Source: an optimization exercise on an open RTL-to-GDS flow (aim: small area, a short achievable clock period and few clock cycles). Production flows keep margins and buffers that such runs may drop.
Where RTL was checked, it was by simulation tests only, not by an equivalence proof against the original.

run 1:
## SequentialMultiplier
module SequentialMultiplier(clock, reset, multiplicand, multiplier, product, ready, start);
Size in the first run: about 200 flip-flops, roughly 130 I/O pins, ~14000 um^2 of cells after synthesis.
Settings: LEC_CHECK=0, CAP_MARGIN=20, CORE_MARGIN=2, CORE_UTILIZATION=60, SETUP_SLACK_MARGIN=1.0, SLEW_MARGIN=20, SYNTH_HIERARCHICAL=1; clock period 4.0 ns.
standard.sh (not shown) runs the stock make flow with config.mk's settings and CLKGATE_MAP_FILE= SYNTH_SCRIPT=/design/flow/synth_recipe.tcl, a recipe that flattens the netlist after the stock synthesis.
==> flow/flow/run.sh <==
#!/bin/bash
# Standard layout (the standard.sh, unchanged synthesis and steps), with
# the port buffers made from sky130_fd_sc_hd__buf_1 instead of the flow's
# default pick. Every tool's output goes to standard.log here.
set -euo pipefail
export BUFFER_PORTS_ARGS="-buffer_cell sky130_fd_sc_hd__buf_1"
bash standard.sh > standard.log 2>&1
Per the final summary, run 1 finished and its layout is clean on timing, DRC and antenna.
Testbench counts of run 1, summed over its fixed seeds: cycles 28,808.
For run 2, these inputs were changed with respect to run 1:
- swapping 60 for 40 in CORE_UTILIZATION
- swapping 1.0 for 1.2 in SETUP_SLACK_MARGIN
Results
- Period utilization, run 1 and run 2, higher one = run 1.
- Fmax: run 2 above run 1
- [compare] base=run 1 new=run 2: number of well-tap cells placed up 45%; area added between synthesis and finish rose 1.5 points.
--- input diff run 2..run 3 ---
- SETUP_SLACK_MARGIN changed from 1.2 to 1.0
==> flow/run.sh (new file) <==
#!/bin/bash
# synth_recipe.tcl (not shown) runs the flow's synth.tcl, then flattens the netlist and writes it again
# the make line also repeats each setting of config.mk as NAME=value (left out here)
make -C /OpenROAD-flow-scripts/flow DESIGN_CONFIG=/design/flow/config.mk WORK_HOME=/design/flow/orfs CLKGATE_MAP_FILE= SYNTH_SCRIPT=/design/flow/synth_recipe.tcl finish
removed: flow/flow/run.sh
removed: flow/standard.sh
## What came out
The run showing the greater number of global-route vias before repair is run 3. Run 3 vs. run 2: fraction of final layout cells with drive strength greater than 1 fell 1.1 points, peak clock frequency supported by timing fell about 4.3%, required arrival time at the worst endpoint about even, number of sinks driven by the clock tree about even. On total global-route track usage: between run 2 and run 3, it ends up lower for run 2. Changes observed in run 3 relative to run 2: final critical-path share of the clock period climbed 3.0 points; number of antenna violations at the first check in global routing lost 1; routed wire length now sits higher. Run 3 vs run 2 — sequential fraction of total cell area dropped 1.4 points.
Input changes introduced in run 4 (baseline for comparison: run 3):
- SETUP_SLACK_MARGIN: 1.0 -> 1.3
==> flow/flow/run.sh (new file) <==
#!/bin/bash
# Standard layout (the standard.sh, unchanged synthesis and steps), with
# the port buffers made from sky130_fd_sc_hd__buf_1 instead of the flow's
# default pick. Every tool's output goes to standard.log here.
set -euo pipefail
export BUFFER_PORTS_ARGS="-buffer_cell sky130_fd_sc_hd__buf_1"
bash standard.sh > standard.log 2>&1
==> flow/standard.sh (new file) <==
#!/bin/bash
# synth_recipe.tcl (not shown) runs the flow's synth.tcl, then flattens the netlist and writes it again
# the make line also repeats each setting of config.mk as NAME=value (left out here)
make -C /OpenROAD-flow-scripts/flow DESIGN_CONFIG=/design/flow/config.mk WORK_HOME=/design/flow/orfs CLKGATE_MAP_FILE= SYNTH_SCRIPT=/design/flow/synth_recipe.tcl "${@:-finish}"
removed: flow/run.sh
Notes after the runs:
Per the comparison of run 4 with run 3, portion of the layout cell area used by non-clock buffers dropped 4.3 points, final cycle utilization of the critical path moved down. Taking run 3 as the reference, in run 4 non-clock buffer count rose 8, post-route worst hold slack fell 0.26 ns.

---

alpha:
SequentialMultiplier, a different RTL version from the one above (not shown whole).
Size: ~130 I/O pins.
make LEC_CHECK=0 CAP_MARGIN=20 CORE_MARGIN=2 CORE_UTILIZATION=40 SLEW_MARGIN=20 SYNTH_HIERARCHICAL=1 finish   # period 4.0 ns
run.sh (not shown) runs the stock make flow with config.mk's settings and CLKGATE_MAP_FILE= SYNTH_SCRIPT=/design/flow/synth_recipe.tcl, a recipe that flattens the netlist after the stock synthesis.
Stock flow here: none of the scripts above is used.
The following lists how beta was set up differently from alpha:
Settings: SETUP_SLACK_MARGIN: unset -> 1.0.
## What came out
Reported for alpha and beta, synthesized cell area turned out identical to the last digit.
[compare] base=alpha new=beta: number of cells on the critical path increased 2, design area increased 840 um^2, area growth from synthesis to layout increased 6.2 points, sequential share of layout area decreased 1.4 points.
Lower number of standard cells in the final layout excluding fillers was reported by alpha, not beta.
No functional check of the RTL was part of any run of this note.

---

RTL: one of the versions met above, not the one the previous note started from.
For scale: ~200 flip-flops, roughly 130 I/O pins, roughly 0.014 mm² of cells after synthesis.
clock: 4.0 ns
lec_check: 0
cap_margin: 20
core_margin: 2
core_utilization: 40
setup_slack_margin: 1.6
slew_margin: 20
synth_hierarchical: 1
standard.sh (not shown) runs the stock make flow with config.mk's settings and CLKGATE_MAP_FILE= SYNTH_SCRIPT=/design/flow/synth_recipe.tcl, a recipe that flattens the netlist after the stock synthesis.
==> flow/flow/run.sh <==
#!/bin/bash
# Standard layout (the standard.sh, unchanged synthesis and steps), with
# the port buffers made from sky130_fd_sc_hd__buf_1 instead of the flow's
# default pick. Every tool's output goes to standard.log here.
set -euo pipefail
export BUFFER_PORTS_ARGS="-buffer_cell sky130_fd_sc_hd__buf_1"
bash standard.sh > standard.log 2>&1
Testbench counts at the start, summed over its fixed seeds: cycles 28,808.
Then changed:
--- a/flow/flow/run.sh
+++ b/flow/flow/run.sh
@@ -6,0 +7 @@
+export RECOVER_POWER=100
SETUP_SLACK_MARGIN = 1.0   (was 1.6)
Effect: The new run completed and failed the layout checks on max-capacitance violations, max-slew violations. Worst setup slack degrades by 0.56 ns. Maximum frequency came out lower by 17%. Core utilization came out lower by 6.9 points. Clock-buffer cell count came out lower by 2. Cell area came out lower by 13%. Sequential cell count is unchanged.
Then changed:
--- a/flow/flow/run.sh
+++ b/flow/flow/run.sh
@@ -5,0 +6 @@
+cp standard.sh standard.sh.txt 2>/dev/null || true
@@ -7 +7,0 @@
-export RECOVER_POWER=100
Result: With this change the flow went through all stages and came out clean; sequential cell count does not change; fmax went up by about 14%; final area is about the same; die area stays the same; area after synthesis does not change; via count falls by 0.35%; sequential share of layout area is about the same.
Then changed:
==> flow/run.sh (new file) <==
#!/bin/bash
# synth_recipe.tcl (not shown) runs the flow's synth.tcl, then flattens the netlist and writes it again
# the make line also repeats each setting of config.mk as NAME=value (left out here)
make -C /OpenROAD-flow-scripts/flow DESIGN_CONFIG=/design/flow/config.mk WORK_HOME=/design/flow/orfs CLKGATE_MAP_FILE= SYNTH_SCRIPT=/design/flow/synth_recipe.tcl finish
SETUP_SLACK_MARGIN = 1.5   (was 1.0)
removed: flow/flow/run.sh
removed: flow/standard.sh
The changed run ran to the end with no violations.
Flip-flop and latch count is unchanged.
Cell count grows by a few percent.
Sequential share of layout area shrinks by 4.3 points.
Routed wire length grows by about a fifth.
Die area does not change.
Synthesized area does not change.
Clock-buffer cell count grows by 4.
Clock skew stays flat.
Then changed:
==> flow/flow/run.sh (new file) <==
#!/bin/bash
# Standard layout (the standard.sh, unchanged synthesis and steps), with
# the port buffers made from sky130_fd_sc_hd__buf_1 instead of the flow's
# default pick. Every tool's output goes to standard.log here.
set -euo pipefail
export BUFFER_PORTS_ARGS="-buffer_cell sky130_fd_sc_hd__buf_1"
bash standard.sh > standard.log 2>&1
==> flow/standard.sh (new file) <==
#!/bin/bash
# synth_recipe.tcl (not shown) runs the flow's synth.tcl, then flattens the netlist and writes it again
# the make line also repeats each setting of config.mk as NAME=value (left out here)
make -C /OpenROAD-flow-scripts/flow DESIGN_CONFIG=/design/flow/config.mk WORK_HOME=/design/flow/orfs CLKGATE_MAP_FILE= SYNTH_SCRIPT=/design/flow/synth_recipe.tcl "${@:-finish}"
CTS_BUF_LIST = sky130_fd_sc_hd__clkbuf_8   (was default)
SETUP_SLACK_MARGIN = 1.0   (was 1.5)
removed: flow/run.sh
Result: Via count is lower by 6.2%; worst setup slack loses 0.14 ns; cell count is lower by 4.6%; die area does not change; clock-buffer cell count is lower by 5; clock skew is higher by 0.0094 ns; hold slack loses 0.32 ns.

---

Setup of the reference run:
Starting RTL as in the previous note.
export LEC_CHECK = 0
export CAP_MARGIN = 20
export CORE_MARGIN = 2
export CORE_UTILIZATION = 40
export SETUP_SLACK_MARGIN = 1.4
export SLEW_MARGIN = 20
export SYNTH_HIERARCHICAL = 1
create_clock -name core_clock -period 4.0 [get_ports {clock}]
==> flow/flow/run.sh <==
#!/bin/bash
# Standard layout (the standard.sh, unchanged synthesis and steps), with
# the port buffers made from sky130_fd_sc_hd__buf_1 instead of the flow's
# default pick. Every tool's output goes to standard.log here.
set -euo pipefail
export BUFFER_PORTS_ARGS="-buffer_cell sky130_fd_sc_hd__buf_1"
bash standard.sh > standard.log 2>&1
Testbench counts of the reference run, summed over its fixed seeds: cycles 28,808.
[inputs] the trial run vs the reference run
# the reference run
export LEC_CHECK = 0
export CAP_MARGIN = 20
export CORE_MARGIN = 2
export CORE_UTILIZATION = 40
export SETUP_SLACK_MARGIN = 1.4
export SLEW_MARGIN = 20
export SYNTH_HIERARCHICAL = 1
create_clock -name core_clock -period 4.0 [get_ports {clock}]
# the trial run
export LEC_CHECK = 0
export CAP_MARGIN = 20
export CORE_MARGIN = 2
export CORE_UTILIZATION = 40
export PLACE_DENSITY = 0.8
export SETUP_SLACK_MARGIN = 1.2
export SLEW_MARGIN = 20
export SYNTH_HIERARCHICAL = 1
create_clock -name core_clock -period 4.0 [get_ports {clock}]
## What came out
The trial run and the reference run all finish clean.
Sort the trial run and the reference run by final cell count, descending, and the reference run comes first.
The trial run vs. the reference run: layout buffer count excluding clock buffers moved down; final weighted congestion in routability-driven placement moved up.
Top achievable clock speed (the trial run over the reference run): decrease, about 1.9%
From the reference run to the trial run the numbers moved as follows: hold slack +0.0096 ns.

## static timing again, ports no longer ideal
No port has a modelled driver above. Below, the same layouts with a new extraction and two added sets of constraints. Step 1 assumes that a clkbuf_16 drives the clock port and a buf_2 every other input. Step 2 moves the port delays by t, midway between the first and last clock arrival at a register: inputs arrive t later, outputs are due t later. That takes back most of the time a late clock gives input paths. Three values: no drivers, after step 1, after step 2; two values: the first two.
run	t (ns)	slack for setup (ns)	worst setup path after step 2	worst data-port slew with drivers (ns)
run 1	0.494	1.065 / 1.065 / 1.065	register to register	0.07
run 2	0.500	1.261 / 1.261 / 1.261	register to register	0.07
run 3	0.506	1.139 / 1.139 / 1.139	register to register	0.05
run 4	0.500	1.262 / 1.262 / 1.262	register to register	0.05
alpha	0.478	0.465 / 0.465 / 0.465	register to register	0.08
beta	0.493	0.770 / 0.770 / 0.770	register to register	0.10
the first run of note 3	0.497	1.279 / 1.279 / 1.279	register to register	0.09
the second run of note 3	0.506	0.717 / 0.717 / 0.717	register to register	0.05
the third run of note 3	0.506	1.119 / 1.119 / 1.119	register to register	0.05
the fourth run of note 3	0.504	1.251 / 1.251 / 1.195	input to register	0.07
the fifth run of note 3	0.549	1.111 / 1.111 / 1.111	register to register	0.05
the reference run	0.502	1.289 / 1.289 / 1.289	register to register	0.05
the trial run	0.499	1.237 / 1.237 / 1.237	register to register	0.05
The setup slack of the fourth run of note 3, which loses most, moves by 0.000 ns with the drivers and by -0.056 ns with both steps.
